From an optimization exercise on the open Yosys and OpenROAD flow, aimed at small area, a short achievable clock period and few clock cycles per item; shortcuts taken in it are not production practice.
Function was not checked in any run shown here: the RTL went through the layout flow alone.
No activity file was given, so power comes from the tool's default toggle rates.

### flow/standard.sh
#!/bin/bash
# synth_recipe.tcl (not shown) runs the flow's synth.tcl, then flattens the netlist and writes it again
# the make line also repeats each setting of config.mk as NAME=value (left out here)
make -C /OpenROAD-flow-scripts/flow DESIGN_CONFIG=/design/flow/config.mk WORK_HOME=/design/flow/orfs CLKGATE_MAP_FILE= SYNTH_SCRIPT=/design/flow/synth_recipe.tcl "${@:-finish}"
### flow/design.v
module mul24(input [23:0] a, input [23:0] b, output [47:0] r0, output [47:0] r1);
wire [575:0] pp;
wire t1, t2;
wire t3, t4;
wire t5, t6;
wire t7, t8;
wire t9, t10;
wire t11, t12;
wire t13, t14;
wire t15, t16;
wire t17, t18;
wire t19, t20;
wire t21, t22;
wire t23, t24;
wire t25, t26;
wire t27, t28;
wire t29, t30;
wire t31, t32;
wire t33, t34;
wire t35, t36;
wire t37, t38;
wire t39, t40;
wire t41, t42;
wire t43, t44;
wire t45, t46;
wire t47, t48;
wire t49, t50;
wire t51, t52;
wire t53, t54;
wire t55, t56;
wire t57, t58;
wire t59, t60;
wire t61, t62;
wire t63, t64;
wire t65, t66;
wire t67, t68;
wire t69, t70;
wire t71, t72;
wire t73, t74;
wire t75, t76;
wire t77, t78;
wire t79, t80;
wire t81, t82;
wire t83, t84;
wire t85, t86;
wire t87, t88;
wire t89, t90;
wire t91, t92;
wire t93, t94;
wire t95, t96;
wire t97, t98;
wire t99, t100;
wire t101, t102;
wire t103, t104;
wire t105, t106;
wire t107, t108;
wire t109, t110;
wire t111, t112;
wire t113, t114;
wire t115, t116;
wire t117, t118;
wire t119, t120;
wire t121, t122;
wire t123, t124;
wire t125, t126;
wire t127, t128;
wire t129, t130;
wire t131, t132;
wire t133, t134;
wire t135, t136;
wire t137, t138;
wire t139, t140;
wire t141, t142;
wire t143, t144;
wire t145, t146;
wire t147, t148;
wire t149, t150;
wire t151, t152;
wire t153, t154;
wire t155, t156;
wire t157, t158;
wire t159, t160;
wire t161, t162;
wire t163, t164;
wire t165, t166;
wire t167, t168;
wire t169, t170;
wire t171, t172;
wire t173, t174;
wire t175, t176;
wire t177, t178;
wire t179, t180;
wire t181, t182;
wire t183, t184;
wire t185, t186;
wire t187, t188;
wire t189, t190;
wire t191, t192;
wire t193, t194;
wire t195, t196;
wire t197, t198;
wire t199, t200;
wire t201, t202;
wire t203, t204;
wire t205, t206;
wire t207, t208;
wire t209, t210;
wire t211, t212;
wire t213, t214;
wire t215, t216;
wire t217, t218;
wire t219, t220;
wire t221, t222;
wire t223, t224;
wire t225, t226;
wire t227, t228;
wire t229, t230;
wire t231, t232;
wire t233, t234;
wire t235, t236;
wire t237, t238;
wire t239, t240;
wire t241, t242;
wire t243, t244;
wire t245, t246;
wire t247, t248;
wire t249, t250;
wire t251, t252;
wire t253, t254;
wire t255, t256;
wire t257, t258;
wire t259, t260;
wire t261, t262;
wire t263, t264;
wire t265, t266;
wire t267, t268;
wire t269, t270;
wire t271, t272;
wire t273, t274;
wire t275, t276;
wire t277, t278;
wire t279, t280;
wire t281, t282;
wire t283, t284;
wire t285, t286;
wire t287, t288;
wire t289, t290;
wire t291, t292;
wire t293, t294;
wire t295, t296;
wire t297, t298;
wire t299, t300;
wire t301, t302;
wire t303, t304;
wire t305, t306;
wire t307, t308;
wire t309, t310;
wire t311, t312;
wire t313, t314;
wire t315, t316;
wire t317, t318;
wire t319, t320;
wire t321, t322;
wire t323, t324;
wire t325, t326;
wire t327, t328;
wire t329, t330;
wire t331, t332;
wire t333, t334;
wire t335, t336;
wire t337, t338;
wire t339, t340;
wire t341, t342;
wire t343, t344;
wire t345, t346;
wire t347, t348;
wire t349, t350;
wire t351, t352;
wire t353, t354;
wire t355, t356;
wire t357, t358;
wire t359, t360;
wire t361, t362;
wire t363, t364;
wire t365, t366;
wire t367, t368;
wire t369, t370;
wire t371, t372;
wire t373, t374;
wire t375, t376;
wire t377, t378;
wire t379, t380;
wire t381, t382;
wire t383, t384;
wire t385, t386;
wire t387, t388;
wire t389, t390;
wire t391, t392;
wire t393, t394;
wire t395, t396;
wire t397, t398;
wire t399, t400;
wire t401, t402;
wire t403, t404;
wire t405, t406;
wire t407, t408;
wire t409, t410;
wire t411, t412;
wire t413, t414;
wire t415, t416;
wire t417, t418;
wire t419, t420;
wire t421, t422;
wire t423, t424;
wire t425, t426;
wire t427, t428;
wire t429, t430;
wire t431, t432;
wire t433, t434;
wire t435, t436;
wire t437, t438;
wire t439, t440;
wire t441, t442;
wire t443, t444;
wire t445, t446;
wire t447, t448;
wire t449, t450;
wire t451, t452;
wire t453, t454;
wire t455, t456;
wire t457, t458;
wire t459, t460;
wire t461, t462;
wire t463, t464;
wire t465, t466;
wire t467, t468;
wire t469, t470;
wire t471, t472;
wire t473, t474;
wire t475, t476;
wire t477, t478;
wire t479, t480;
wire t481, t482;
wire t483, t484;
wire t485, t486;
wire t487, t488;
wire t489, t490;
wire t491, t492;
wire t493, t494;
wire t495, t496;
wire t497, t498;
wire t499, t500;
wire t501, t502;
wire t503, t504;
wire t505, t506;
wire t507, t508;
wire t509, t510;
wire t511, t512;
wire t513, t514;
wire t515, t516;
wire t517, t518;
wire t519, t520;
wire t521, t522;
wire t523, t524;
wire t525, t526;
wire t527, t528;
wire t529, t530;
wire t531, t532;
wire t533, t534;
wire t535, t536;
wire t537, t538;
wire t539, t540;
wire t541, t542;
wire t543, t544;
wire t545, t546;
wire t547, t548;
wire t549, t550;
wire t551, t552;
wire t553, t554;
wire t555, t556;
wire t557, t558;
wire t559, t560;
wire t561, t562;
wire t563, t564;
wire t565, t566;
wire t567, t568;
wire t569, t570;
wire t571, t572;
wire t573, t574;
wire t575, t576;
wire t577, t578;
wire t579, t580;
wire t581, t582;
wire t583, t584;
wire t585, t586;
wire t587, t588;
wire t589, t590;
wire t591, t592;
wire t593, t594;
wire t595, t596;
wire t597, t598;
wire t599, t600;
wire t601, t602;
wire t603, t604;
wire t605, t606;
wire t607, t608;
wire t609, t610;
wire t611, t612;
wire t613, t614;
wire t615, t616;
wire t617, t618;
wire t619, t620;
wire t621, t622;
wire t623, t624;
wire t625, t626;
wire t627, t628;
wire t629, t630;
wire t631, t632;
wire t633, t634;
wire t635, t636;
wire t637, t638;
wire t639, t640;
wire t641, t642;
wire t643, t644;
wire t645, t646;
wire t647, t648;
wire t649, t650;
wire t651, t652;
wire t653, t654;
wire t655, t656;
wire t657, t658;
wire t659, t660;
wire t661, t662;
wire t663, t664;
wire t665, t666;
wire t667, t668;
wire t669, t670;
wire t671, t672;
wire t673, t674;
wire t675, t676;
wire t677, t678;
wire t679, t680;
wire t681, t682;
wire t683, t684;
wire t685, t686;
wire t687, t688;
wire t689, t690;
wire t691, t692;
wire t693, t694;
wire t695, t696;
wire t697, t698;
wire t699, t700;
wire t701, t702;
wire t703, t704;
wire t705, t706;
wire t707, t708;
wire t709, t710;
wire t711, t712;
wire t713, t714;
wire t715, t716;
wire t717, t718;
wire t719, t720;
wire t721, t722;
wire t723, t724;
wire t725, t726;
wire t727, t728;
wire t729, t730;
wire t731, t732;
wire t733, t734;
wire t735, t736;
wire t737, t738;
wire t739, t740;
wire t741, t742;
wire t743, t744;
wire t745, t746;
wire t747, t748;
wire t749, t750;
wire t751, t752;
wire t753, t754;
wire t755, t756;
wire t757, t758;
wire t759, t760;
wire t761, t762;
wire t763, t764;
wire t765, t766;
wire t767, t768;
wire t769, t770;
wire t771, t772;
wire t773, t774;
wire t775, t776;
wire t777, t778;
wire t779, t780;
wire t781, t782;
wire t783, t784;
wire t785, t786;
wire t787, t788;
wire t789, t790;
wire t791, t792;
wire t793, t794;
wire t795, t796;
wire t797, t798;
wire t799, t800;
wire t801, t802;
wire t803, t804;
wire t805, t806;
wire t807, t808;
wire t809, t810;
wire t811, t812;
wire t813, t814;
wire t815, t816;
wire t817, t818;
wire t819, t820;
wire t821, t822;
wire t823, t824;
wire t825, t826;
wire t827, t828;
wire t829, t830;
wire t831, t832;
wire t833, t834;
wire t835, t836;
wire t837, t838;
wire t839, t840;
wire t841, t842;
wire t843, t844;
wire t845, t846;
wire t847, t848;
wire t849, t850;
wire t851, t852;
wire t853, t854;
wire t855, t856;
wire t857, t858;
wire t859, t860;
wire t861, t862;
wire t863, t864;
wire t865, t866;
wire t867, t868;
wire t869, t870;
wire t871, t872;
wire t873, t874;
wire t875, t876;
wire t877, t878;
wire t879, t880;
wire t881, t882;
wire t883, t884;
wire t885, t886;
wire t887, t888;
wire t889, t890;
wire t891, t892;
wire t893, t894;
wire t895, t896;
wire t897, t898;
wire t899, t900;
wire t901, t902;
wire t903, t904;
wire t905, t906;
wire t907, t908;
wire t909, t910;
wire t911, t912;
wire t913, t914;
wire t915, t916;
wire t917, t918;
wire t919, t920;
wire t921, t922;
wire t923, t924;
wire t925, t926;
wire t927, t928;
wire t929, t930;
wire t931, t932;
wire t933, t934;
wire t935, t936;
wire t937, t938;
wire t939, t940;
wire t941, t942;
wire t943, t944;
wire t945, t946;
wire t947, t948;
wire t949, t950;
wire t951, t952;
wire t953, t954;
wire t955, t956;
wire t957, t958;
wire t959, t960;
wire t961, t962;
wire t963, t964;
wire t965, t966;
wire t967, t968;
wire t969, t970;
wire t971, t972;
wire t973, t974;
wire t975, t976;
wire t977, t978;
wire t979, t980;
wire t981, t982;
wire t983, t984;
wire t985, t986;
wire t987, t988;
wire t989, t990;
wire t991, t992;
wire t993, t994;
wire t995, t996;
wire t997, t998;
wire t999, t1000;
wire t1001, t1002;
wire t1003, t1004;
wire t1005, t1006;
wire t1007, t1008;
wire t1009, t1010;
wire t1011, t1012;
genvar gi, gj;
generate for (gi = 0; gi < 24; gi = gi + 1) begin : g_i
  for (gj = 0; gj < 24; gj = gj + 1) begin : g_j
    assign pp[gi*24+gj] = a[gj] & b[gi];
  end
end endgenerate
ha2 ut1(pp[19], pp[42], t1, t2);
fa3 ut3(pp[20], pp[43], pp[66], t3, t4);
ha2 ut5(pp[89], pp[112], t5, t6);
fa3 ut7(pp[21], pp[44], pp[67], t7, t8);
fa3 ut9(pp[90], pp[113], pp[136], t9, t10);
ha2 ut11(pp[159], pp[182], t11, t12);
fa3 ut13(pp[22], pp[45], pp[68], t13, t14);
fa3 ut15(pp[91], pp[114], pp[137], t15, t16);
fa3 ut17(pp[160], pp[183], pp[206], t17, t18);
ha2 ut19(pp[229], pp[252], t19, t20);
fa3 ut21(pp[23], pp[46], pp[69], t21, t22);
fa3 ut23(pp[92], pp[115], pp[138], t23, t24);
fa3 ut25(pp[161], pp[184], pp[207], t25, t26);
fa3 ut27(pp[230], pp[253], pp[276], t27, t28);
ha2 ut29(pp[299], pp[322], t29, t30);
fa3 ut31(pp[47], pp[70], pp[93], t31, t32);
fa3 ut33(pp[116], pp[139], pp[162], t33, t34);
fa3 ut35(pp[185], pp[208], pp[231], t35, t36);
fa3 ut37(pp[254], pp[277], pp[300], t37, t38);
ha2 ut39(pp[323], pp[346], t39, t40);
fa3 ut41(pp[71], pp[94], pp[117], t41, t42);
fa3 ut43(pp[140], pp[163], pp[186], t43, t44);
fa3 ut45(pp[209], pp[232], pp[255], t45, t46);
fa3 ut47(pp[278], pp[301], pp[324], t47, t48);
fa3 ut49(pp[95], pp[118], pp[141], t49, t50);
fa3 ut51(pp[164], pp[187], pp[210], t51, t52);
fa3 ut53(pp[233], pp[256], pp[279], t53, t54);
fa3 ut55(pp[119], pp[142], pp[165], t55, t56);
fa3 ut57(pp[188], pp[211], pp[234], t57, t58);
fa3 ut59(pp[143], pp[166], pp[189], t59, t60);
ha2 ut61(pp[13], pp[36], t61, t62);
fa3 ut63(pp[14], pp[37], pp[60], t63, t64);
ha2 ut65(pp[83], pp[106], t65, t66);
fa3 ut67(pp[15], pp[38], pp[61], t67, t68);
fa3 ut69(pp[84], pp[107], pp[130], t69, t70);
ha2 ut71(pp[153], pp[176], t71, t72);
fa3 ut73(pp[16], pp[39], pp[62], t73, t74);
fa3 ut75(pp[85], pp[108], pp[131], t75, t76);
fa3 ut77(pp[154], pp[177], pp[200], t77, t78);
ha2 ut79(pp[223], pp[246], t79, t80);
fa3 ut81(pp[17], pp[40], pp[63], t81, t82);
fa3 ut83(pp[86], pp[109], pp[132], t83, t84);
fa3 ut85(pp[155], pp[178], pp[201], t85, t86);
fa3 ut87(pp[224], pp[247], pp[270], t87, t88);
ha2 ut89(pp[293], pp[316], t89, t90);
fa3 ut91(pp[18], pp[41], pp[64], t91, t92);
fa3 ut93(pp[87], pp[110], pp[133], t93, t94);
fa3 ut95(pp[156], pp[179], pp[202], t95, t96);
fa3 ut97(pp[225], pp[248], pp[271], t97, t98);
fa3 ut99(pp[294], pp[317], pp[340], t99, t100);
ha2 ut101(pp[363], pp[386], t101, t102);
fa3 ut103(t1, pp[65], pp[88], t103, t104);
fa3 ut105(pp[111], pp[134], pp[157], t105, t106);
fa3 ut107(pp[180], pp[203], pp[226], t107, t108);
fa3 ut109(pp[249], pp[272], pp[295], t109, t110);
fa3 ut111(pp[318], pp[341], pp[364], t111, t112);
fa3 ut113(pp[387], pp[410], pp[433], t113, t114);
fa3 ut115(t2, t3, t5, t115, t116);
fa3 ut117(pp[135], pp[158], pp[181], t117, t118);
fa3 ut119(pp[204], pp[227], pp[250], t119, t120);
fa3 ut121(pp[273], pp[296], pp[319], t121, t122);
fa3 ut123(pp[342], pp[365], pp[388], t123, t124);
fa3 ut125(pp[411], pp[434], pp[457], t125, t126);
fa3 ut127(t4, t6, t7, t127, t128);
fa3 ut129(t9, t11, pp[205], t129, t130);
fa3 ut131(pp[228], pp[251], pp[274], t131, t132);
fa3 ut133(pp[297], pp[320], pp[343], t133, t134);
fa3 ut135(pp[366], pp[389], pp[412], t135, t136);
fa3 ut137(pp[435], pp[458], pp[481], t137, t138);
fa3 ut139(t8, t10, t12, t139, t140);
fa3 ut141(t13, t15, t17, t141, t142);
fa3 ut143(t19, pp[275], pp[298], t143, t144);
fa3 ut145(pp[321], pp[344], pp[367], t145, t146);
fa3 ut147(pp[390], pp[413], pp[436], t147, t148);
fa3 ut149(pp[459], pp[482], pp[505], t149, t150);
fa3 ut151(t14, t16, t18, t151, t152);
fa3 ut153(t20, t21, t23, t153, t154);
fa3 ut155(t25, t27, t29, t155, t156);
fa3 ut157(pp[345], pp[368], pp[391], t157, t158);
fa3 ut159(pp[414], pp[437], pp[460], t159, t160);
fa3 ut161(pp[483], pp[506], pp[529], t161, t162);
fa3 ut163(t22, t24, t26, t163, t164);
fa3 ut165(t28, t30, t31, t165, t166);
fa3 ut167(t33, t35, t37, t167, t168);
fa3 ut169(t39, pp[369], pp[392], t169, t170);
fa3 ut171(pp[415], pp[438], pp[461], t171, t172);
fa3 ut173(pp[484], pp[507], pp[530], t173, t174);
fa3 ut175(t32, t34, t36, t175, t176);
fa3 ut177(t38, t40, t41, t177, t178);
fa3 ut179(t43, t45, t47, t179, t180);
fa3 ut181(pp[347], pp[370], pp[393], t181, t182);
fa3 ut183(pp[416], pp[439], pp[462], t183, t184);
fa3 ut185(pp[485], pp[508], pp[531], t185, t186);
fa3 ut187(t42, t44, t46, t187, t188);
fa3 ut189(t48, t49, t51, t189, t190);
fa3 ut191(t53, pp[302], pp[325], t191, t192);
fa3 ut193(pp[348], pp[371], pp[394], t193, t194);
fa3 ut195(pp[417], pp[440], pp[463], t195, t196);
fa3 ut197(pp[486], pp[509], pp[532], t197, t198);
fa3 ut199(t50, t52, t54, t199, t200);
fa3 ut201(t55, t57, pp[257], t201, t202);
fa3 ut203(pp[280], pp[303], pp[326], t203, t204);
fa3 ut205(pp[349], pp[372], pp[395], t205, t206);
fa3 ut207(pp[418], pp[441], pp[464], t207, t208);
fa3 ut209(pp[487], pp[510], pp[533], t209, t210);
fa3 ut211(t56, t58, t59, t211, t212);
fa3 ut213(pp[212], pp[235], pp[258], t213, t214);
fa3 ut215(pp[281], pp[304], pp[327], t215, t216);
fa3 ut217(pp[350], pp[373], pp[396], t217, t218);
fa3 ut219(pp[419], pp[442], pp[465], t219, t220);
fa3 ut221(pp[488], pp[511], pp[534], t221, t222);
fa3 ut223(t60, pp[167], pp[190], t223, t224);
fa3 ut225(pp[213], pp[236], pp[259], t225, t226);
fa3 ut227(pp[282], pp[305], pp[328], t227, t228);
fa3 ut229(pp[351], pp[374], pp[397], t229, t230);
fa3 ut231(pp[420], pp[443], pp[466], t231, t232);
fa3 ut233(pp[489], pp[512], pp[535], t233, t234);
fa3 ut235(pp[191], pp[214], pp[237], t235, t236);
fa3 ut237(pp[260], pp[283], pp[306], t237, t238);
fa3 ut239(pp[329], pp[352], pp[375], t239, t240);
fa3 ut241(pp[398], pp[421], pp[444], t241, t242);
fa3 ut243(pp[467], pp[490], pp[513], t243, t244);
fa3 ut245(pp[215], pp[238], pp[261], t245, t246);
fa3 ut247(pp[284], pp[307], pp[330], t247, t248);
fa3 ut249(pp[353], pp[376], pp[399], t249, t250);
fa3 ut251(pp[422], pp[445], pp[468], t251, t252);
fa3 ut253(pp[239], pp[262], pp[285], t253, t254);
fa3 ut255(pp[308], pp[331], pp[354], t255, t256);
fa3 ut257(pp[377], pp[400], pp[423], t257, t258);
fa3 ut259(pp[263], pp[286], pp[309], t259, t260);
fa3 ut261(pp[332], pp[355], pp[378], t261, t262);
fa3 ut263(pp[287], pp[310], pp[333], t263, t264);
ha2 ut265(pp[9], pp[32], t265, t266);
fa3 ut267(pp[10], pp[33], pp[56], t267, t268);
ha2 ut269(pp[79], pp[102], t269, t270);
fa3 ut271(pp[11], pp[34], pp[57], t271, t272);
fa3 ut273(pp[80], pp[103], pp[126], t273, t274);
ha2 ut275(pp[149], pp[172], t275, t276);
fa3 ut277(pp[12], pp[35], pp[58], t277, t278);
fa3 ut279(pp[81], pp[104], pp[127], t279, t280);
fa3 ut281(pp[150], pp[173], pp[196], t281, t282);
ha2 ut283(pp[219], pp[242], t283, t284);
fa3 ut285(t61, pp[59], pp[82], t285, t286);
fa3 ut287(pp[105], pp[128], pp[151], t287, t288);
fa3 ut289(pp[174], pp[197], pp[220], t289, t290);
fa3 ut291(pp[243], pp[266], pp[289], t291, t292);
fa3 ut293(t62, t63, t65, t293, t294);
fa3 ut295(pp[129], pp[152], pp[175], t295, t296);
fa3 ut297(pp[198], pp[221], pp[244], t297, t298);
fa3 ut299(pp[267], pp[290], pp[313], t299, t300);
fa3 ut301(t64, t66, t67, t301, t302);
fa3 ut303(t69, t71, pp[199], t303, t304);
fa3 ut305(pp[222], pp[245], pp[268], t305, t306);
fa3 ut307(pp[291], pp[314], pp[337], t307, t308);
fa3 ut309(t68, t70, t72, t309, t310);
fa3 ut311(t73, t75, t77, t311, t312);
fa3 ut313(t79, pp[269], pp[292], t313, t314);
fa3 ut315(pp[315], pp[338], pp[361], t315, t316);
fa3 ut317(t74, t76, t78, t317, t318);
fa3 ut319(t80, t81, t83, t319, t320);
fa3 ut321(t85, t87, t89, t321, t322);
fa3 ut323(pp[339], pp[362], pp[385], t323, t324);
fa3 ut325(t82, t84, t86, t325, t326);
fa3 ut327(t88, t90, t91, t327, t328);
fa3 ut329(t93, t95, t97, t329, t330);
fa3 ut331(t99, t101, pp[409], t331, t332);
fa3 ut333(t92, t94, t96, t333, t334);
fa3 ut335(t98, t100, t102, t335, t336);
fa3 ut337(t103, t105, t107, t337, t338);
fa3 ut339(t109, t111, t113, t339, t340);
fa3 ut341(t104, t106, t108, t341, t342);
fa3 ut343(t110, t112, t114, t343, t344);
fa3 ut345(t115, t117, t119, t345, t346);
fa3 ut347(t121, t123, t125, t347, t348);
fa3 ut349(t116, t118, t120, t349, t350);
fa3 ut351(t122, t124, t126, t351, t352);
fa3 ut353(t127, t129, t131, t353, t354);
fa3 ut355(t133, t135, t137, t355, t356);
fa3 ut357(t128, t130, t132, t357, t358);
fa3 ut359(t134, t136, t138, t359, t360);
fa3 ut361(t139, t141, t143, t361, t362);
fa3 ut363(t145, t147, t149, t363, t364);
fa3 ut365(t140, t142, t144, t365, t366);
fa3 ut367(t146, t148, t150, t367, t368);
fa3 ut369(t151, t153, t155, t369, t370);
fa3 ut371(t157, t159, t161, t371, t372);
fa3 ut373(t152, t154, t156, t373, t374);
fa3 ut375(t158, t160, t162, t375, t376);
fa3 ut377(t163, t165, t167, t377, t378);
fa3 ut379(t169, t171, t173, t379, t380);
fa3 ut381(t164, t166, t168, t381, t382);
fa3 ut383(t170, t172, t174, t383, t384);
fa3 ut385(t175, t177, t179, t385, t386);
fa3 ut387(t181, t183, t185, t387, t388);
fa3 ut389(t176, t178, t180, t389, t390);
fa3 ut391(t182, t184, t186, t391, t392);
fa3 ut393(t187, t189, t191, t393, t394);
fa3 ut395(t193, t195, t197, t395, t396);
fa3 ut397(t188, t190, t192, t397, t398);
fa3 ut399(t194, t196, t198, t399, t400);
fa3 ut401(t199, t201, t203, t401, t402);
fa3 ut403(t205, t207, t209, t403, t404);
fa3 ut405(t200, t202, t204, t405, t406);
fa3 ut407(t206, t208, t210, t407, t408);
fa3 ut409(t211, t213, t215, t409, t410);
fa3 ut411(t217, t219, t221, t411, t412);
fa3 ut413(t212, t214, t216, t413, t414);
fa3 ut415(t218, t220, t222, t415, t416);
fa3 ut417(t223, t225, t227, t417, t418);
fa3 ut419(t229, t231, t233, t419, t420);
fa3 ut421(t224, t226, t228, t421, t422);
fa3 ut423(t230, t232, t234, t423, t424);
fa3 ut425(t235, t237, t239, t425, t426);
fa3 ut427(t241, t243, pp[536], t427, t428);
fa3 ut429(t236, t238, t240, t429, t430);
fa3 ut431(t242, t244, t245, t431, t432);
fa3 ut433(t247, t249, t251, t433, t434);
fa3 ut435(pp[491], pp[514], pp[537], t435, t436);
fa3 ut437(t246, t248, t250, t437, t438);
fa3 ut439(t252, t253, t255, t439, t440);
fa3 ut441(t257, pp[446], pp[469], t441, t442);
fa3 ut443(pp[492], pp[515], pp[538], t443, t444);
fa3 ut445(t254, t256, t258, t445, t446);
fa3 ut447(t259, t261, pp[401], t447, t448);
fa3 ut449(pp[424], pp[447], pp[470], t449, t450);
fa3 ut451(pp[493], pp[516], pp[539], t451, t452);
fa3 ut453(t260, t262, t263, t453, t454);
fa3 ut455(pp[356], pp[379], pp[402], t455, t456);
fa3 ut457(pp[425], pp[448], pp[471], t457, t458);
fa3 ut459(pp[494], pp[517], pp[540], t459, t460);
fa3 ut461(t264, pp[311], pp[334], t461, t462);
fa3 ut463(pp[357], pp[380], pp[403], t463, t464);
fa3 ut465(pp[426], pp[449], pp[472], t465, t466);
fa3 ut467(pp[495], pp[518], pp[541], t467, t468);
fa3 ut469(pp[335], pp[358], pp[381], t469, t470);
fa3 ut471(pp[404], pp[427], pp[450], t471, t472);
fa3 ut473(pp[473], pp[496], pp[519], t473, t474);
fa3 ut475(pp[359], pp[382], pp[405], t475, t476);
fa3 ut477(pp[428], pp[451], pp[474], t477, t478);
fa3 ut479(pp[383], pp[406], pp[429], t479, t480);
ha2 ut481(pp[6], pp[29], t481, t482);
fa3 ut483(pp[7], pp[30], pp[53], t483, t484);
ha2 ut485(pp[76], pp[99], t485, t486);
fa3 ut487(pp[8], pp[31], pp[54], t487, t488);
fa3 ut489(pp[77], pp[100], pp[123], t489, t490);
ha2 ut491(pp[146], pp[169], t491, t492);
fa3 ut493(t265, pp[55], pp[78], t493, t494);
fa3 ut495(pp[101], pp[124], pp[147], t495, t496);
fa3 ut497(pp[170], pp[193], pp[216], t497, t498);
fa3 ut499(t266, t267, t269, t499, t500);
fa3 ut501(pp[125], pp[148], pp[171], t501, t502);
fa3 ut503(pp[194], pp[217], pp[240], t503, t504);
fa3 ut505(t268, t270, t271, t505, t506);
fa3 ut507(t273, t275, pp[195], t507, t508);
fa3 ut509(pp[218], pp[241], pp[264], t509, t510);
fa3 ut511(t272, t274, t276, t511, t512);
fa3 ut513(t277, t279, t281, t513, t514);
fa3 ut515(t283, pp[265], pp[288], t515, t516);
fa3 ut517(t278, t280, t282, t517, t518);
fa3 ut519(t284, t285, t287, t519, t520);
fa3 ut521(t289, t291, pp[312], t521, t522);
fa3 ut523(t286, t288, t290, t523, t524);
fa3 ut525(t292, t293, t295, t525, t526);
fa3 ut527(t297, t299, pp[336], t527, t528);
fa3 ut529(t294, t296, t298, t529, t530);
fa3 ut531(t300, t301, t303, t531, t532);
fa3 ut533(t305, t307, pp[360], t533, t534);
fa3 ut535(t302, t304, t306, t535, t536);
fa3 ut537(t308, t309, t311, t537, t538);
fa3 ut539(t313, t315, pp[384], t539, t540);
fa3 ut541(t310, t312, t314, t541, t542);
fa3 ut543(t316, t317, t319, t543, t544);
fa3 ut545(t321, t323, pp[408], t545, t546);
fa3 ut547(t318, t320, t322, t547, t548);
fa3 ut549(t324, t325, t327, t549, t550);
fa3 ut551(t329, t331, pp[432], t551, t552);
fa3 ut553(t326, t328, t330, t553, t554);
fa3 ut555(t332, t333, t335, t555, t556);
fa3 ut557(t337, t339, pp[456], t557, t558);
fa3 ut559(t334, t336, t338, t559, t560);
fa3 ut561(t340, t341, t343, t561, t562);
fa3 ut563(t345, t347, pp[480], t563, t564);
fa3 ut565(t342, t344, t346, t565, t566);
fa3 ut567(t348, t349, t351, t567, t568);
fa3 ut569(t353, t355, pp[504], t569, t570);
fa3 ut571(t350, t352, t354, t571, t572);
fa3 ut573(t356, t357, t359, t573, t574);
fa3 ut575(t361, t363, pp[528], t575, t576);
fa3 ut577(t358, t360, t362, t577, t578);
fa3 ut579(t364, t365, t367, t579, t580);
fa3 ut581(t369, t371, pp[552], t581, t582);
fa3 ut583(t366, t368, t370, t583, t584);
fa3 ut585(t372, t373, t375, t585, t586);
fa3 ut587(t377, t379, pp[553], t587, t588);
fa3 ut589(t374, t376, t378, t589, t590);
fa3 ut591(t380, t381, t383, t591, t592);
fa3 ut593(t385, t387, pp[554], t593, t594);
fa3 ut595(t382, t384, t386, t595, t596);
fa3 ut597(t388, t389, t391, t597, t598);
fa3 ut599(t393, t395, pp[555], t599, t600);
fa3 ut601(t390, t392, t394, t601, t602);
fa3 ut603(t396, t397, t399, t603, t604);
fa3 ut605(t401, t403, pp[556], t605, t606);
fa3 ut607(t398, t400, t402, t607, t608);
fa3 ut609(t404, t405, t407, t609, t610);
fa3 ut611(t409, t411, pp[557], t611, t612);
fa3 ut613(t406, t408, t410, t613, t614);
fa3 ut615(t412, t413, t415, t615, t616);
fa3 ut617(t417, t419, pp[558], t617, t618);
fa3 ut619(t414, t416, t418, t619, t620);
fa3 ut621(t420, t421, t423, t621, t622);
fa3 ut623(t425, t427, pp[559], t623, t624);
fa3 ut625(t422, t424, t426, t625, t626);
fa3 ut627(t428, t429, t431, t627, t628);
fa3 ut629(t433, t435, pp[560], t629, t630);
fa3 ut631(t430, t432, t434, t631, t632);
fa3 ut633(t436, t437, t439, t633, t634);
fa3 ut635(t441, t443, pp[561], t635, t636);
fa3 ut637(t438, t440, t442, t637, t638);
fa3 ut639(t444, t445, t447, t639, t640);
fa3 ut641(t449, t451, pp[562], t641, t642);
fa3 ut643(t446, t448, t450, t643, t644);
fa3 ut645(t452, t453, t455, t645, t646);
fa3 ut647(t457, t459, pp[563], t647, t648);
fa3 ut649(t454, t456, t458, t649, t650);
fa3 ut651(t460, t461, t463, t651, t652);
fa3 ut653(t465, t467, pp[564], t653, t654);
fa3 ut655(t462, t464, t466, t655, t656);
fa3 ut657(t468, t469, t471, t657, t658);
fa3 ut659(t473, pp[542], pp[565], t659, t660);
fa3 ut661(t470, t472, t474, t661, t662);
fa3 ut663(t475, t477, pp[497], t663, t664);
fa3 ut665(pp[520], pp[543], pp[566], t665, t666);
fa3 ut667(t476, t478, t479, t667, t668);
fa3 ut669(pp[452], pp[475], pp[498], t669, t670);
fa3 ut671(pp[521], pp[544], pp[567], t671, t672);
fa3 ut673(t480, pp[407], pp[430], t673, t674);
fa3 ut675(pp[453], pp[476], pp[499], t675, t676);
fa3 ut677(pp[522], pp[545], pp[568], t677, t678);
fa3 ut679(pp[431], pp[454], pp[477], t679, t680);
fa3 ut681(pp[500], pp[523], pp[546], t681, t682);
fa3 ut683(pp[455], pp[478], pp[501], t683, t684);
ha2 ut685(pp[4], pp[27], t685, t686);
fa3 ut687(pp[5], pp[28], pp[51], t687, t688);
ha2 ut689(pp[74], pp[97], t689, t690);
fa3 ut691(t481, pp[52], pp[75], t691, t692);
fa3 ut693(pp[98], pp[121], pp[144], t693, t694);
fa3 ut695(t482, t483, t485, t695, t696);
fa3 ut697(pp[122], pp[145], pp[168], t697, t698);
fa3 ut699(t484, t486, t487, t699, t700);
fa3 ut701(t489, t491, pp[192], t701, t702);
fa3 ut703(t488, t490, t492, t703, t704);
fa3 ut705(t493, t495, t497, t705, t706);
fa3 ut707(t494, t496, t498, t707, t708);
fa3 ut709(t499, t501, t503, t709, t710);
fa3 ut711(t500, t502, t504, t711, t712);
fa3 ut713(t505, t507, t509, t713, t714);
fa3 ut715(t506, t508, t510, t715, t716);
fa3 ut717(t511, t513, t515, t717, t718);
fa3 ut719(t512, t514, t516, t719, t720);
fa3 ut721(t517, t519, t521, t721, t722);
fa3 ut723(t518, t520, t522, t723, t724);
fa3 ut725(t523, t525, t527, t725, t726);
fa3 ut727(t524, t526, t528, t727, t728);
fa3 ut729(t529, t531, t533, t729, t730);
fa3 ut731(t530, t532, t534, t731, t732);
fa3 ut733(t535, t537, t539, t733, t734);
fa3 ut735(t536, t538, t540, t735, t736);
fa3 ut737(t541, t543, t545, t737, t738);
fa3 ut739(t542, t544, t546, t739, t740);
fa3 ut741(t547, t549, t551, t741, t742);
fa3 ut743(t548, t550, t552, t743, t744);
fa3 ut745(t553, t555, t557, t745, t746);
fa3 ut747(t554, t556, t558, t747, t748);
fa3 ut749(t559, t561, t563, t749, t750);
fa3 ut751(t560, t562, t564, t751, t752);
fa3 ut753(t565, t567, t569, t753, t754);
fa3 ut755(t566, t568, t570, t755, t756);
fa3 ut757(t571, t573, t575, t757, t758);
fa3 ut759(t572, t574, t576, t759, t760);
fa3 ut761(t577, t579, t581, t761, t762);
fa3 ut763(t578, t580, t582, t763, t764);
fa3 ut765(t583, t585, t587, t765, t766);
fa3 ut767(t584, t586, t588, t767, t768);
fa3 ut769(t589, t591, t593, t769, t770);
fa3 ut771(t590, t592, t594, t771, t772);
fa3 ut773(t595, t597, t599, t773, t774);
fa3 ut775(t596, t598, t600, t775, t776);
fa3 ut777(t601, t603, t605, t777, t778);
fa3 ut779(t602, t604, t606, t779, t780);
fa3 ut781(t607, t609, t611, t781, t782);
fa3 ut783(t608, t610, t612, t783, t784);
fa3 ut785(t613, t615, t617, t785, t786);
fa3 ut787(t614, t616, t618, t787, t788);
fa3 ut789(t619, t621, t623, t789, t790);
fa3 ut791(t620, t622, t624, t791, t792);
fa3 ut793(t625, t627, t629, t793, t794);
fa3 ut795(t626, t628, t630, t795, t796);
fa3 ut797(t631, t633, t635, t797, t798);
fa3 ut799(t632, t634, t636, t799, t800);
fa3 ut801(t637, t639, t641, t801, t802);
fa3 ut803(t638, t640, t642, t803, t804);
fa3 ut805(t643, t645, t647, t805, t806);
fa3 ut807(t644, t646, t648, t807, t808);
fa3 ut809(t649, t651, t653, t809, t810);
fa3 ut811(t650, t652, t654, t811, t812);
fa3 ut813(t655, t657, t659, t813, t814);
fa3 ut815(t656, t658, t660, t815, t816);
fa3 ut817(t661, t663, t665, t817, t818);
fa3 ut819(t662, t664, t666, t819, t820);
fa3 ut821(t667, t669, t671, t821, t822);
fa3 ut823(t668, t670, t672, t823, t824);
fa3 ut825(t673, t675, t677, t825, t826);
fa3 ut827(t674, t676, t678, t827, t828);
fa3 ut829(t679, t681, pp[569], t829, t830);
fa3 ut831(t680, t682, t683, t831, t832);
fa3 ut833(pp[524], pp[547], pp[570], t833, t834);
fa3 ut835(t684, pp[479], pp[502], t835, t836);
fa3 ut837(pp[525], pp[548], pp[571], t837, t838);
fa3 ut839(pp[503], pp[526], pp[549], t839, t840);
ha2 ut841(pp[3], pp[26], t841, t842);
fa3 ut843(t685, pp[50], pp[73], t843, t844);
fa3 ut845(t686, t687, t689, t845, t846);
fa3 ut847(t688, t690, t691, t847, t848);
fa3 ut849(t692, t694, t695, t849, t850);
fa3 ut851(t696, t698, t699, t851, t852);
fa3 ut853(t700, t702, t703, t853, t854);
fa3 ut855(t704, t706, t707, t855, t856);
fa3 ut857(t708, t710, t711, t857, t858);
fa3 ut859(t712, t714, t715, t859, t860);
fa3 ut861(t716, t718, t719, t861, t862);
fa3 ut863(t720, t722, t723, t863, t864);
fa3 ut865(t724, t726, t727, t865, t866);
fa3 ut867(t728, t730, t731, t867, t868);
fa3 ut869(t732, t734, t735, t869, t870);
fa3 ut871(t736, t738, t739, t871, t872);
fa3 ut873(t740, t742, t743, t873, t874);
fa3 ut875(t744, t746, t747, t875, t876);
fa3 ut877(t748, t750, t751, t877, t878);
fa3 ut879(t752, t754, t755, t879, t880);
fa3 ut881(t756, t758, t759, t881, t882);
fa3 ut883(t760, t762, t763, t883, t884);
fa3 ut885(t764, t766, t767, t885, t886);
fa3 ut887(t768, t770, t771, t887, t888);
fa3 ut889(t772, t774, t775, t889, t890);
fa3 ut891(t776, t778, t779, t891, t892);
fa3 ut893(t780, t782, t783, t893, t894);
fa3 ut895(t784, t786, t787, t895, t896);
fa3 ut897(t788, t790, t791, t897, t898);
fa3 ut899(t792, t794, t795, t899, t900);
fa3 ut901(t796, t798, t799, t901, t902);
fa3 ut903(t800, t802, t803, t903, t904);
fa3 ut905(t804, t806, t807, t905, t906);
fa3 ut907(t808, t810, t811, t907, t908);
fa3 ut909(t812, t814, t815, t909, t910);
fa3 ut911(t816, t818, t819, t911, t912);
fa3 ut913(t820, t822, t823, t913, t914);
fa3 ut915(t824, t826, t827, t915, t916);
fa3 ut917(t828, t830, t831, t917, t918);
fa3 ut919(t832, t834, t835, t919, t920);
fa3 ut921(t836, t838, t839, t921, t922);
fa3 ut923(t840, pp[527], pp[550], t923, t924);
ha2 ut925(pp[2], pp[25], t925, t926);
fa3 ut927(t841, pp[49], pp[72], t927, t928);
fa3 ut929(t842, t843, pp[96], t929, t930);
fa3 ut931(t844, t845, pp[120], t931, t932);
fa3 ut933(t846, t847, t693, t933, t934);
fa3 ut935(t848, t849, t697, t935, t936);
fa3 ut937(t850, t851, t701, t937, t938);
fa3 ut939(t852, t853, t705, t939, t940);
fa3 ut941(t854, t855, t709, t941, t942);
fa3 ut943(t856, t857, t713, t943, t944);
fa3 ut945(t858, t859, t717, t945, t946);
fa3 ut947(t860, t861, t721, t947, t948);
fa3 ut949(t862, t863, t725, t949, t950);
fa3 ut951(t864, t865, t729, t951, t952);
fa3 ut953(t866, t867, t733, t953, t954);
fa3 ut955(t868, t869, t737, t955, t956);
fa3 ut957(t870, t871, t741, t957, t958);
fa3 ut959(t872, t873, t745, t959, t960);
fa3 ut961(t874, t875, t749, t961, t962);
fa3 ut963(t876, t877, t753, t963, t964);
fa3 ut965(t878, t879, t757, t965, t966);
fa3 ut967(t880, t881, t761, t967, t968);
fa3 ut969(t882, t883, t765, t969, t970);
fa3 ut971(t884, t885, t769, t971, t972);
fa3 ut973(t886, t887, t773, t973, t974);
fa3 ut975(t888, t889, t777, t975, t976);
fa3 ut977(t890, t891, t781, t977, t978);
fa3 ut979(t892, t893, t785, t979, t980);
fa3 ut981(t894, t895, t789, t981, t982);
fa3 ut983(t896, t897, t793, t983, t984);
fa3 ut985(t898, t899, t797, t985, t986);
fa3 ut987(t900, t901, t801, t987, t988);
fa3 ut989(t902, t903, t805, t989, t990);
fa3 ut991(t904, t905, t809, t991, t992);
fa3 ut993(t906, t907, t813, t993, t994);
fa3 ut995(t908, t909, t817, t995, t996);
fa3 ut997(t910, t911, t821, t997, t998);
fa3 ut999(t912, t913, t825, t999, t1000);
fa3 ut1001(t914, t915, t829, t1001, t1002);
fa3 ut1003(t916, t917, t833, t1003, t1004);
fa3 ut1005(t918, t919, t837, t1005, t1006);
fa3 ut1007(t920, t921, pp[572], t1007, t1008);
fa3 ut1009(t922, t923, pp[573], t1009, t1010);
fa3 ut1011(t924, pp[551], pp[574], t1011, t1012);
assign r0 = {1'b0, t1012, t1010, t1008, t1006, t1004, t1002, t1000, t998, t996, t994, t992, t990, t988, t986, t984, t982, t980, t978, t976, t974, t972, t970, t968, t966, t964, t962, t960, t958, t956, t954, t952, t950, t948, t946, t944, t942, t940, t938, t936, t934, t932, t930, t928, t926, t925, pp[1], pp[0]};
assign r1 = {1'b0, pp[575], t1011, t1009, t1007, t1005, t1003, t1001, t999, t997, t995, t993, t991, t989, t987, t985, t983, t981, t979, t977, t975, t973, t971, t969, t967, t965, t963, t961, t959, t957, t955, t953, t951, t949, t947, t945, t943, t941, t939, t937, t935, t933, t931, t929, t927, pp[48], pp[24], 1'b0};
endmodule
module fa3(input a, input b, input c, output s, output co);
assign s = a ^ b ^ c;
assign co = (a & b) | (a & c) | (b & c);
endmodule
module ha2(input a, input b, output s, output co);
assign s = a ^ b;
assign co = a & b;
endmodule
module FPU(
input [31:0] Data1,
input [31:0] Data2,
input Clock,
input Reset,
input In_Data_Valid,
input Op,
output reg [31:0] Data_Out,
output reg Out_Data_Valid
);
reg [31:0] a0, b0;
reg [23:0] bm0;
reg op0;
reg [2:0] vp;
always @(posedge Clock) begin
	a0 <= Data1;
	b0 <= Data2;
	bm0 <= Op ? {|Data2[30:23], Data2[22:0]} : 24'd0;
	op0 <= Op;
end
always @(posedge Clock)
if (Reset) begin
	vp <= 3'd0;
	Out_Data_Valid <= 1'b0;
end else begin
	vp <= {vp[1:0], In_Data_Valid};
	Out_Data_Valid <= vp[2];
end
wire s1 = a0[31];
wire s2 = b0[31];
wire [7:0] e1 = a0[30:23];
wire [7:0] e2 = b0[30:23];
wire [23:0] MA = {|e1, a0[22:0]};
wire [23:0] MB = {|e2, b0[22:0]};
wire addm = ~op0;
wire [47:0] t0, t1;
mul24 mul(.a(MA), .b(bm0), .r0(t0), .r1(t1));
wire swap = b0[30:0] > a0[30:0];
wire ge = e1 >= e2;
wire [7:0] d = ge ? (e1 - e2) : (e2 - e1);
wire [7:0] eL = ge ? e1 : e2;
wire [23:0] ML = swap ? MB : MA;
wire [23:0] MS = swap ? MA : MB;
wire sub = addm & (s1 ^ s2);
wire [23:0] MSs = (op0 || d > 8'd23) ? 24'd0 : (MS >> d[4:0]);
wire [47:0] A0 = {1'b0, ML & {24{addm}}, sub, 22'd0};
wire [47:0] A1 = {sub, MSs ^ {24{sub}}, sub, 22'd0};
wire [9:0] expm = {2'b00, e1} + {2'b00, e2} - 10'd127;
wire [9:0] base = op0 ? expm : {2'b00, eL};
wire [9:0] thr = base - 10'd254;
wire ff1 = &e1;
wire ff2 = &e2;
wire mz1 = ~|a0[22:0];
wire mz2 = ~|b0[22:0];
wire z1 = ~|a0[30:0];
wire z2 = ~|b0[30:0];
wire nan = (ff1 & ~mz1) | (ff2 & ~mz2);
wire inf1 = ff1 & mz1;
wire inf2 = ff2 & mz2;
wire efa = nan | (inf1 & inf2 & (s1 ^ s2));
wire efm = nan | (z1 & inf2) | (z2 & inf1);
reg [47:0] row0, row1;
reg [9:0] bp1;
reg [5:0] thr1;
reg thrbig1;
reg op1, sg1, ef1, nzand1, andz1, e254_1;
always @(posedge Clock) begin
	row0 <= t0 | A0;
	row1 <= t1 | A1;
	bp1 <= base + 10'd1;
	thr1 <= {thr[9], thr[4:0]};
	thrbig1 <= ~thr[9] & (|thr[8:5]);
	op1 <= op0;
	sg1 <= op0 ? (s1 ^ s2) : (swap ? s2 : s1);
	ef1 <= op0 ? efm : efa;
	nzand1 <= ~z1 & ~z2;
	andz1 <= ~|(a0[30:0] & b0[30:0]);
	e254_1 <= (eL == 8'd254);
end
wire [47:0] X = row0 + row1;
reg [47:0] X2;
reg [9:0] bp2;
reg [5:0] thr2;
reg thrbig2;
reg op2, sg2, ef2, nzand2, andz2, e254_2;
always @(posedge Clock) begin
	X2 <= X;
	bp2 <= bp1;
	thr2 <= thr1;
	thrbig2 <= thrbig1;
	op2 <= op1;
	sg2 <= sg1;
	ef2 <= ef1;
	nzand2 <= nzand1;
	andz2 <= andz1;
	e254_2 <= e254_1;
end
wire negx = bp2[9];
wire [24:0] mask = (!negx && bp2 <= 10'd24) ? (25'h1000000 >> bp2[4:0]) : 25'd0;
wire [31:0] lzin32 = {X2[47:23] | mask, 7'h7f};
wire [31:0] lz_z0 = ~lzin32;
wire [15:0] lz_z1;
wire [15:0] lz_c1;
assign lz_z1[0] = lz_z0[1] & lz_z0[0];
assign lz_c1[0] = lz_z0[1];
assign lz_z1[1] = lz_z0[3] & lz_z0[2];
assign lz_c1[1] = lz_z0[3];
assign lz_z1[2] = lz_z0[5] & lz_z0[4];
assign lz_c1[2] = lz_z0[5];
assign lz_z1[3] = lz_z0[7] & lz_z0[6];
assign lz_c1[3] = lz_z0[7];
assign lz_z1[4] = lz_z0[9] & lz_z0[8];
assign lz_c1[4] = lz_z0[9];
assign lz_z1[5] = lz_z0[11] & lz_z0[10];
assign lz_c1[5] = lz_z0[11];
assign lz_z1[6] = lz_z0[13] & lz_z0[12];
assign lz_c1[6] = lz_z0[13];
assign lz_z1[7] = lz_z0[15] & lz_z0[14];
assign lz_c1[7] = lz_z0[15];
assign lz_z1[8] = lz_z0[17] & lz_z0[16];
assign lz_c1[8] = lz_z0[17];
assign lz_z1[9] = lz_z0[19] & lz_z0[18];
assign lz_c1[9] = lz_z0[19];
assign lz_z1[10] = lz_z0[21] & lz_z0[20];
assign lz_c1[10] = lz_z0[21];
assign lz_z1[11] = lz_z0[23] & lz_z0[22];
assign lz_c1[11] = lz_z0[23];
assign lz_z1[12] = lz_z0[25] & lz_z0[24];
assign lz_c1[12] = lz_z0[25];
assign lz_z1[13] = lz_z0[27] & lz_z0[26];
assign lz_c1[13] = lz_z0[27];
assign lz_z1[14] = lz_z0[29] & lz_z0[28];
assign lz_c1[14] = lz_z0[29];
assign lz_z1[15] = lz_z0[31] & lz_z0[30];
assign lz_c1[15] = lz_z0[31];
wire [7:0] lz_z2;
wire [15:0] lz_c2;
assign lz_z2[0] = lz_z1[1] & lz_z1[0];
assign lz_c2[1:0] = lz_z1[1] ? {1'b1, lz_c1[0:0]} : {1'b0, lz_c1[1:1]};
assign lz_z2[1] = lz_z1[3] & lz_z1[2];
assign lz_c2[3:2] = lz_z1[3] ? {1'b1, lz_c1[2:2]} : {1'b0, lz_c1[3:3]};
assign lz_z2[2] = lz_z1[5] & lz_z1[4];
assign lz_c2[5:4] = lz_z1[5] ? {1'b1, lz_c1[4:4]} : {1'b0, lz_c1[5:5]};
assign lz_z2[3] = lz_z1[7] & lz_z1[6];
assign lz_c2[7:6] = lz_z1[7] ? {1'b1, lz_c1[6:6]} : {1'b0, lz_c1[7:7]};
assign lz_z2[4] = lz_z1[9] & lz_z1[8];
assign lz_c2[9:8] = lz_z1[9] ? {1'b1, lz_c1[8:8]} : {1'b0, lz_c1[9:9]};
assign lz_z2[5] = lz_z1[11] & lz_z1[10];
assign lz_c2[11:10] = lz_z1[11] ? {1'b1, lz_c1[10:10]} : {1'b0, lz_c1[11:11]};
assign lz_z2[6] = lz_z1[13] & lz_z1[12];
assign lz_c2[13:12] = lz_z1[13] ? {1'b1, lz_c1[12:12]} : {1'b0, lz_c1[13:13]};
assign lz_z2[7] = lz_z1[15] & lz_z1[14];
assign lz_c2[15:14] = lz_z1[15] ? {1'b1, lz_c1[14:14]} : {1'b0, lz_c1[15:15]};
wire [3:0] lz_z3;
wire [11:0] lz_c3;
assign lz_z3[0] = lz_z2[1] & lz_z2[0];
assign lz_c3[2:0] = lz_z2[1] ? {1'b1, lz_c2[1:0]} : {1'b0, lz_c2[3:2]};
assign lz_z3[1] = lz_z2[3] & lz_z2[2];
assign lz_c3[5:3] = lz_z2[3] ? {1'b1, lz_c2[5:4]} : {1'b0, lz_c2[7:6]};
assign lz_z3[2] = lz_z2[5] & lz_z2[4];
assign lz_c3[8:6] = lz_z2[5] ? {1'b1, lz_c2[9:8]} : {1'b0, lz_c2[11:10]};
assign lz_z3[3] = lz_z2[7] & lz_z2[6];
assign lz_c3[11:9] = lz_z2[7] ? {1'b1, lz_c2[13:12]} : {1'b0, lz_c2[15:14]};
wire [1:0] lz_z4;
wire [7:0] lz_c4;
assign lz_z4[0] = lz_z3[1] & lz_z3[0];
assign lz_c4[3:0] = lz_z3[1] ? {1'b1, lz_c3[2:0]} : {1'b0, lz_c3[5:3]};
assign lz_z4[1] = lz_z3[3] & lz_z3[2];
assign lz_c4[7:4] = lz_z3[3] ? {1'b1, lz_c3[8:6]} : {1'b0, lz_c3[11:9]};
wire [0:0] lz_z5;
wire [4:0] lz_c5;
assign lz_z5[0] = lz_z4[1] & lz_z4[0];
assign lz_c5[4:0] = lz_z4[1] ? {1'b1, lz_c4[3:0]} : {1'b0, lz_c4[7:4]};
wire [4:0] cnt = lz_c5;
wire zeroM = ~|X2[47:23];
wire [47:0] shl = X2 << cnt;
wire [7:0] et = bp2[7:0] - {3'd0, cnt};
wire thrneg = thr2[5];
wire OFm = thrbig2 | (~thrneg & ({1'b0, cnt} <= thr2));
wire OFa = zeroM ? e254_2 : (~thrneg & ~thrbig2 & ({1'b0, cnt} == thr2));
wire OF = op2 ? OFm : OFa;
wire [22:0] mres = (OF || negx || cnt == 5'd25 || (op2 && andz2)) ? 23'd0 : shl[46:24];
wire [7:0] eres = OF ? 8'hFF :
                  (op2 ? ((nzand2 && !negx) ? et : 8'd0)
                       : (zeroM ? 8'd0 : et));
always @(posedge Clock)
	Data_Out <= ef2 ? 32'hFFFFFFFF : {sg2, eres, mres};
endmodule
### flow/constraint.sdc
create_clock -name core_clock -period 15.0 [get_ports {Clock}]
set_input_delay 3.0000 -clock core_clock [delete_from_list [all_inputs] [get_ports {Clock}]]
set_output_delay 3.0000 -clock core_clock [all_outputs]
set_load 0.01 [all_outputs]
### flow/flow/run.sh
#!/bin/bash
set -euo pipefail
bash standard.sh SETUP_SLACK_MARGIN=11 finish > standard.log 2>&1
### flow/config.mk
export PLATFORM = sky130hd
export DESIGN_NAME = FPU
export DESIGN_NICKNAME = FPU
export VERILOG_FILES = /design/flow/design.v
export SDC_FILE = /design/flow/constraint.sdc
export NUM_CORES = 8
export LEC_CHECK = 0
export CAP_MARGIN = 20
export CORE_MARGIN = 2
export CORE_UTILIZATION = 55
export PLACE_DENSITY = 0.65
export SLEW_MARGIN = 20
export SYNTH_HIERARCHICAL = 1
export SYNTH_MINIMUM_KEEP_SIZE = 0
==> run_results.csv, run 1 <==
group,metric,value,unit
cells_and_area,layout-drive-gt1-share,0.245,
timing,timing.final.ws_setup,10130,ps
clock_tree,numCtsBuffers,40,
critical_path,crit_fanout,7,
synthesis,yosysSeqAreaShare,0.193,
synthesis,synth_cell_types,92,
timing,fin_skew,29.3,ps
critical_path,crit_type,"reg2reg",
floorplan,ioPinCount,101,
hold_path,worstHoldEndpoint,"thrbig2",
critical_path,critPathArrivalTime,5320,ps
synthesis,synth_top_area_share,0.299,
timing,fin_crit_sh,0.324,
synthesis,synth_area_leader_cell,"fa_1",
place,gp_congestion,0.969,
timing,max_freq,205,MHz
timing,tightest_slew,1140,ps
critical_path,crit_slowest_cell,"fa_2",
place,dpl.cell_count,3787,
drt,via_per_inst,6.25,
power_and_ir_drop,p_leak,16.7,nW
critical_path,crit_top_cell,"fa_2",
timing,min_period,4870,ps
synthesis,synthArstFlopShare,0,
synthesis,synth_seq_cells,315,
grt,antenna_found_initial,11,
cells_and_area,final_cell_mix,"580 x and2_1, 302 x fa_1, 255 x dfxtp_1, 186 x fa_2, 147 x ha_1",
critical_path,reg2reg_to,"row1[29]",
hold_path,min_from,"thrbig1",
synthesis,synth_area,32700,um^2
place,dp.final_hpwl,73200,um
synthesis,synth.area.top_cells,"fa_1 30%, dfxtp_1 19%, and2_1 12%",
critical_path,worstReg2RegStart,"a0[23]",
clock_tree,cts.htree.levels,2,
floorplan,dieArea,61400,um^2
grt,grt_pass1_vias,26900,
timing,max_slew_margin,0.236,
synthesis,synth-edff-count,0,
grt,grtUsageTotal,0.367,
synthesis,synth_warnings,7,
synthesis,synth_flop_cell,"dfxtp_1",
timing,finalSetupViolations,0,
critical_path,rr_worst_depth,13,
drt,dr.first_iter.drc_count,2098,
critical_path,start_kind,"register",
clock_tree,clock-sinks,315,
timing,drv_slew,0,
timing,setup_tns,0,ps
drt,wl,111000,um
grt,grt_overflow,0,
place,portBuffers,100,
critical_path,reg2reg_setup_slack,10130,ps
critical_path,critPathCaptureType,"register",
clock_tree,clk_path_buf_depth,3,
critical_path,slowest_delay,590,ps
grt,grt_max_degree,43,
drt,num_vias,25200,
floorplan,start_util,0.554,
timing,grt_setup_unrepaired,"true",
drt,first_pass_iters,6,
power_and_ir_drop,finalPower,6.19,mW
cells_and_area,nNetsFinal,3935,
hold_path,hold_class,"reg2reg",
floorplan,coreArea,58900,um^2
timing,finalHoldViolCount,0,
cells_and_area,stdcell_count,4027,
drt,drc,0,
critical_path,cp.required,15460,ps
hold_path,hold_path_depth,0,
clock_tree,cts_tree,"done",
drt,ant_nets,0,
clock_tree,cts.clk_slew.worst_paths,60,ps
flow_run,cap_violations,0,
floorplan,die_h,248,um
cells_and_area,final_common_cell,"and2_1",
synthesis,synthCells,3122,
clock_tree,clk_latency,580,ps
timing,hold_ws,326,ps
drt,routedWlPerCell,27.7,um
critical_path,cp_cell_sequence,"nor4_4, nand2_2, buf_12, and2_4, fa_2, fa_2, fa_2, fa_2, fa_2, fa_2, fa_2, nor2_1, mux2i_1",
power_and_ir_drop,peakVddDrop,0.168,mV
grt,grt_pass1_wl,167000,um
floorplan,row_count,89,
status,outcome,"no timing/DRC/antenna violations",
power_and_ir_drop,p_per_area,162,nW/um^2
cells_and_area,area_delta_synth_final,16.9,%
synthesis,syn_avg_cell_area,10.5,um^2
floorplan,fp.dieW,248,um
clock_tree,cts_root_buf,"clkbuf_16",
place,dp_worst_setup_slack,9710,ps
[final cells by class]
cell class / count / area [um^2]
multi-input cells: 2457 / 25700
fillers: 4650 / 20700
flip-flops and latches: 315 / 6450
repair buffers: 305 / 3390
clock buffers: 48 / 1060
well taps: 773 / 967
inverters: 99 / 389
clock inverters: 23 / 264
diodes: 7 / 17.5
[critical path: cells and delay by family, from the launching register on]
kind / cells / cell delay, ps
and+or+nand+nor: 4 / 590
muxes: 1 / 250
buffers and inverters: 1 / 160
adders and majority gates: 7 / 3390
DFF: 1 / 350
[logic make-up (layout without fill, tap and decap cells)]
family                     after synthesis  count (layout)  share of synthesized area
other                                    1              10                   0.000115
xor gates and xnor gates                70              70                     0.0188
adders and majority gates              649             649                      0.361
buffers and inverters                  356             475                     0.0704
muxes                                  196             197                     0.0716
DFF                                    315             315                      0.193
AOI/OAI and AO/OA                      482             483                     0.0990
and+or+nand+nor                       1053            1055                      0.186
[through the flow]
step	cell area [um^2]	utilization
global route	38200	0.648
global placement	33500	0.570
detailed placement	33500	0.570
floorplan	33200	-
CTS	37400	0.636
finish	38200	0.648
[synth_stat cells, types with 13 or more instances]
master      n
buf_6      61
and2_1    604
inv_1      94
ha_1      161
nor2b_1    21
xor2_1     23
fa_1      488
o21ai_0    86
a22oi_1    17
o21bai_1   35
nor4_1     35
nand3_1    46
nand4_1    21
clkbuf_1   37
a211oi_1   17
a31oi_1    22
nor2_1     91
nand2_1   104
xnor2_1    47
o22ai_1    13
nor3_1     39
mux4_2     26
mux2i_1   141
buf_2      50
a21oi_1   116
nand2b_1   33
a21o_1     47
buf_4      99
dfxtp_1   315
mux2_2     26
[modules after synthesis, one instance, submodules excluded]
module | flip-flops and latches | times used | cells inside | area, um^2
mul24 | 0 | 1 | 769 | 5160
FPU | 315 | 1 | 1847 | 17500
fa3 | 0 | 483 | 1 | 20.0
ha2 | 0 | 23 | 1 | 12.5
[flip-flops by register name, summed over array words and instances (netlist names), 3 cells and up]
register	count
Data_Out	32
X2	48
a0	32
b0	32
bm0	24
bp1	10
bp2	10
row0	48
row1	48
thr1	6
thr2	6
vp	3
[timing repair]
action | CTS | global route
endpoints found under the setup margin | 135 | 123
pin swaps | 130 | 100
gates cloned | 22 | 1
setup buffers | 97 | 42
gates resized for setup | 479 | 97
hold buffers | 0 | 0
[layer usage]
layer | GRT usage | routed length (um) | vias to the layer above | part of all wire
met5 | 0 | 64 | - | 0.00057
met4 | 0.202 | 7610 | 8 | 0.068
met3 | 0.0704 | 9810 | 416 | 0.088
met2 | 0.587 | 50600 | 1374 | 0.45
met1 | 0.471 | 43300 | 12700 | 0.39
li1 | - | - | 10700 | -
[worst max-delay path by stage]
stage | start | to | slack [ps]
2_1_floorplan | a0[30] | row1[25] | 10350
3_3_place_gp | bp2[5] | Data_Out[11] | 9660
3_5_place_dp | bp2[8] | Data_Out[11] | 9710
4_1_cts | a0[23] | row1[29] | 10170
5_1_grt | a0[23] | row1[29] | 10050
6_report | a0[23] | row1[29] | 10130
[where the power goes]
part	internal [mW]	total, mW	switching, mW
Combinational	1.79	3.88	2.09
Clock	0.579	0.980	0.402
Sequential	1.12	1.33	0.217
Total	3.48	6.19	2.71
==> run 2: changes to the inputs <==
--- a/flow/design.v
+++ b/flow/design.v
@@ -1042,7 +1042,7 @@
 reg [31:0] a0, b0;
 reg [23:0] bm0;
 reg op0;
-reg [2:0] vp;
+reg [1:0] vp;
 always @(posedge Clock) begin
 	a0 <= Data1;
 	b0 <= Data2;
@@ -1051,11 +1051,11 @@
 end
 always @(posedge Clock)
 if (Reset) begin
-	vp <= 3'd0;
+	vp <= 2'd0;
 	Out_Data_Valid <= 1'b0;
 end else begin
-	vp <= {vp[1:0], In_Data_Valid};
-	Out_Data_Valid <= vp[2];
+	vp <= {vp[0], In_Data_Valid};
+	Out_Data_Valid <= vp[1];
 end
 wire s1 = a0[31];
 wire s2 = b0[31];
@@ -1109,26 +1109,9 @@
 	e254_1 <= (eL == 8'd254);
 end
 wire [47:0] X = row0 + row1;
-reg [47:0] X2;
-reg [9:0] bp2;
-reg [5:0] thr2;
-reg thrbig2;
-reg op2, sg2, ef2, nzand2, andz2, e254_2;
-always @(posedge Clock) begin
-	X2 <= X;
-	bp2 <= bp1;
-	thr2 <= thr1;
-	thrbig2 <= thrbig1;
-	op2 <= op1;
-	sg2 <= sg1;
-	ef2 <= ef1;
-	nzand2 <= nzand1;
-	andz2 <= andz1;
-	e254_2 <= e254_1;
-end
-wire negx = bp2[9];
-wire [24:0] mask = (!negx && bp2 <= 10'd24) ? (25'h1000000 >> bp2[4:0]) : 25'd0;
-wire [31:0] lzin32 = {X2[47:23] | mask, 7'h7f};
+wire negx = bp1[9];
+wire [24:0] mask = (!negx && bp1 <= 10'd24) ? (25'h1000000 >> bp1[4:0]) : 25'd0;
+wire [31:0] lzin32 = {X[47:23] | mask, 7'h7f};
 wire [31:0] lz_z0 = ~lzin32;
 wire [15:0] lz_z1;
 wire [15:0] lz_c1;
@@ -1203,17 +1186,17 @@
 assign lz_z5[0] = lz_z4[1] & lz_z4[0];
 assign lz_c5[4:0] = lz_z4[1] ? {1'b1, lz_c4[3:0]} : {1'b0, lz_c4[7:4]};
 wire [4:0] cnt = lz_c5;
-wire zeroM = ~|X2[47:23];
-wire [47:0] shl = X2 << cnt;
-wire [7:0] et = bp2[7:0] - {3'd0, cnt};
-wire thrneg = thr2[5];
-wire OFm = thrbig2 | (~thrneg & ({1'b0, cnt} <= thr2));
-wire OFa = zeroM ? e254_2 : (~thrneg & ~thrbig2 & ({1'b0, cnt} == thr2));
-wire OF = op2 ? OFm : OFa;
-wire [22:0] mres = (OF || negx || cnt == 5'd25 || (op2 && andz2)) ? 23'd0 : shl[46:24];
+wire zeroM = ~|X[47:23];
+wire [47:0] shl = X << cnt;
+wire [7:0] et = bp1[7:0] - {3'd0, cnt};
+wire thrneg = thr1[5];
+wire OFm = thrbig1 | (~thrneg & ({1'b0, cnt} <= thr1));
+wire OFa = zeroM ? e254_1 : (~thrneg & ~thrbig1 & ({1'b0, cnt} == thr1));
+wire OF = op1 ? OFm : OFa;
+wire [22:0] mres = (OF || negx || cnt == 5'd25 || (op1 && andz1)) ? 23'd0 : shl[46:24];
 wire [7:0] eres = OF ? 8'hFF :
-                  (op2 ? ((nzand2 && !negx) ? et : 8'd0)
+                  (op1 ? ((nzand1 && !negx) ? et : 8'd0)
                        : (zeroM ? 8'd0 : et));
 always @(posedge Clock)
-	Data_Out <= ef2 ? 32'hFFFFFFFF : {sg2, eres, mres};
+	Data_Out <= ef1 ? 32'hFFFFFFFF : {sg1, eres, mres};
 endmodule
==> flow/flow/run.sh (replaced) <==
#!/bin/bash
set -euo pipefail
bash standard.sh SETUP_SLACK_MARGIN=10 finish > standard.log 2>&1
==> run_results.csv, run 2 <==
group,metric,value,unit
cells_and_area,layout-drive-gt1-share,0.182,
cells_and_area,nNetsFinal,3991,
clock_tree,clk_latency,600,ps
clock_tree,clock-sinks,243,
timing,setup_tns,0,ps
synthesis,synth_top_area_share,0.299,
drt,wl,108000,um
clock_tree,cts_tree,"done",
critical_path,worstReg2RegStart,"row1[0]",
hold_path,min_from,"vp[1]",
power_and_ir_drop,p_per_area,210,nW/um^2
synthesis,syn_avg_cell_area,9.97,um^2
hold_path,hold_path_depth,1,
floorplan,row_count,89,
cells_and_area,final_cell_mix,"606 x and2_1, 432 x fa_1, 224 x dfxtp_1, 131 x buf_4, 129 x ha_1",
place,portBuffers,100,
timing,timing.final.ws_setup,9430,ps
synthesis,synthCells,3277,
synthesis,synth_flop_cell,"dfxtp_1",
flow_run,cap_violations,0,
critical_path,rr_worst_depth,30,
drt,num_vias,25800,
cells_and_area,fillCellCount,4867,
floorplan,coreArea,58900,um^2
cells_and_area,ff_latch_area,4900,um^2
power_and_ir_drop,finalPower,7.66,mW
floorplan,ioPinCount,101,
synthesis,synthTopCellsByCount,"608 x and2_1, 488 x fa_1, 243 x dfxtp_1",
floorplan,dieArea,61400,um^2
power_and_ir_drop,peakVddDrop,0.236,mV
critical_path,cp.required,15460,ps
critical_path,crit_slowest_cell,"or4_1",
timing,fin_skew,15.6,ps
synthesis,synth_most_common_cell,"and2_1",
timing,fin_crit_sh,0.371,
grt,grt_pass1_wl,165000,um
place,dp.final_hpwl,78000,um
clock_tree,clk_path_buf_depth,3,
grt,grtUsageTotal,0.356,
cells_and_area,final_common_cell,"and2_1",
timing,finalHoldViolCount,0,
synthesis,synth_seq_cells,243,
drt,routedWlPerCell,26.6,um
floorplan,fp.dieW,248,um
drt,ant_nets,0,
critical_path,crit_fanout,6,
timing,drv_slew,0,
power_and_ir_drop,p_leak,15.8,nW
synthesis,synth_warnings,7,
cells_and_area,multiInputGateArea,26700,um^2
grt,grt_pass1_vias,27300,
grt,antenna_found_initial,4,
clock_tree,numCtsBuffers,29,
drt,dr.first_iter.drc_count,1847,
synthesis,synth.area.top_cells,"fa_1 30%, dfxtp_1 15%, and2_1 12%",
synthesis,synth-edff-count,0,
clock_tree,cts_root_buf,"clkbuf_16",
critical_path,critPathArrivalTime,6030,ps
synthesis,synthArstFlopShare,0,
critical_path,startpoint,"row1[0]",
synthesis,yosysSeqAreaShare,0.149,
synthesis,synth_cell_types,112,
critical_path,start_kind,"register",
synthesis,synth_area_leader_cell,"fa_1",
clock_tree,cts.htree.levels,1,
timing,max_slew_margin,0.298,
drt,drc,0,
critical_path,critPathCaptureType,"register",
timing,max_freq,180,MHz
cells_and_area,area_delta_synth_final,11.5,%
grt,grt_overflow,0,
timing,tightest_slew,1050,ps
critical_path,slowest_delay,490,ps
timing,grt_setup_unrepaired,"true",
place,dp_worst_setup_slack,8250,ps
hold_path,hold_class,"reg2reg",
drt,first_pass_iters,5,
grt,grt_max_degree,56,
status,outcome,"no timing/DRC/antenna violations",
timing,min_period,5570,ps
timing,finalSetupViolations,0,
cells_and_area,reg.largest.list,"row0: 48 flops, row1: 48 flops",
floorplan,die_h,248,um
critical_path,crit_type,"reg2reg",
place,gp_congestion,0.949,
timing,hold_ws,442,ps
clock_tree,cts.clk_slew.worst_paths,70,ps
drt,via_per_inst,6.35,
synthesis,synth_area,32700,um^2
floorplan,start_util,0.555,
run 2: cell count changes after synthesis, moves of 20 or more:
cell,change
dfxtp_1,-72
nor2_1,+43
a21oi_1,+30
buf_2,+30
nor3_1,+23
nand2_1,+20
run 2: where the power goes:
part           total (mW)  internal, mW  switching [mW]  leakage [nW]
Clock               0.737         0.420           0.317         0.475
Combinational        6.00          2.49            3.51          13.3
Sequential          0.926         0.832          0.0932          2.04
run 2: worst max-delay path, delay by kind of cell (launching register included):
kind | cells | cell delay [ps]
adders and majority gates | 3 | 720
and+or+nand+nor | 9 | 1270
DFF | 1 | 340
AOI/OAI and AO/OA | 14 | 2650
buffers and inverters | 4 | 440
run 2: stage by stage:
stage | std cells | util | instance area [um^2]
detailed placement | 3918 | 0.564 | 33200
floorplan | 3279 | - | 32900
finish | 4070 | 0.619 | 36400
CTS | 4020 | 0.604 | 35600
global route | 4068 | 0.619 | 36400
global placement | 3918 | 0.564 | 33200
run 2: path summary, 6_finish.rpt:
kind	to	slack, ps
max	Data_Out[15]	9430
min	Out_Data_Valid	440
max reg2reg	Data_Out[15]	9430
min reg2reg	Out_Data_Valid	440
run 2: layout make-up:
class / count / share of cell area
antenna: 3 / 0.000206
sequential: 243 / 0.134
timing repair buffer: 253 / 0.0674
timing repair inverter: 1 / 0.000240
clock buffer: 32 / 0.0208
tap: 773 / 0.0265
inverter: 97 / 0.0108
multi-input combinational: 2649 / 0.734
clock inverter: 19 / 0.00601
run 2: logic make-up after synthesis:
group | Yosys count | synth area share
other | 1 | 0.000115
multiplexers | 209 | 0.0768
flip-flops | 243 | 0.149
adder cells (fa/ha/maj) | 649 | 0.361
AND/OR/NAND/NOR | 1163 | 0.204
buffers and inverters | 388 | 0.0734
AO/OA/AOI/OAI | 560 | 0.119
XOR/XNOR | 64 | 0.0174
run 2: metal layers:
metal  track usage  routed length [um]  vias up
li1              -                   -    11100
met1         0.459               42500    13100
met2         0.589               51100     1331
met3        0.0669                9270      317
met4         0.146                5210        0
met5             0                   0        -
run 2: per-module statistics from Yosys (local to each module, per instance):
module	copies in the design	flops+latches
FPU	1	243
ha2	23	0
fa3	483	0
mul24	1	0
run 2: timing repair:
action                                  CTS  global route
pin swaps                                60            72
resized for setup                       206           134
hold buffers                              0             0
gates cloned                              6             2
setup buffers                            45            45
endpoints found under the setup margin   63            57

[what the ideal ports hide]
In the flow no input, the clock included, has a driving cell. The finished layouts below were timed again as built, in two steps. Step 1 sets driving cells, clkbuf_16 on the clock port and buf_2 on the other inputs (assumed; they add their load-dependent delay and slew). Step 2 times the ports against the registers' clock, not the clock port: input delays grow and output delays shrink by t, the midpoint of the rising clock arrivals with the driver on. Slacks: ideal / step 1 / step 2; pairs: ideal / step 1.
run | t, ns | setup slack, ns | clock arrival spread, ns
run 1 | 0.627 | 10.134 / 10.134 / 10.134 | 0.030 / 0.030
run 2 | 0.653 | 9.430 / 9.430 / 9.430 | 0.016 / 0.015
After both steps every run listed still meets setup and hold.
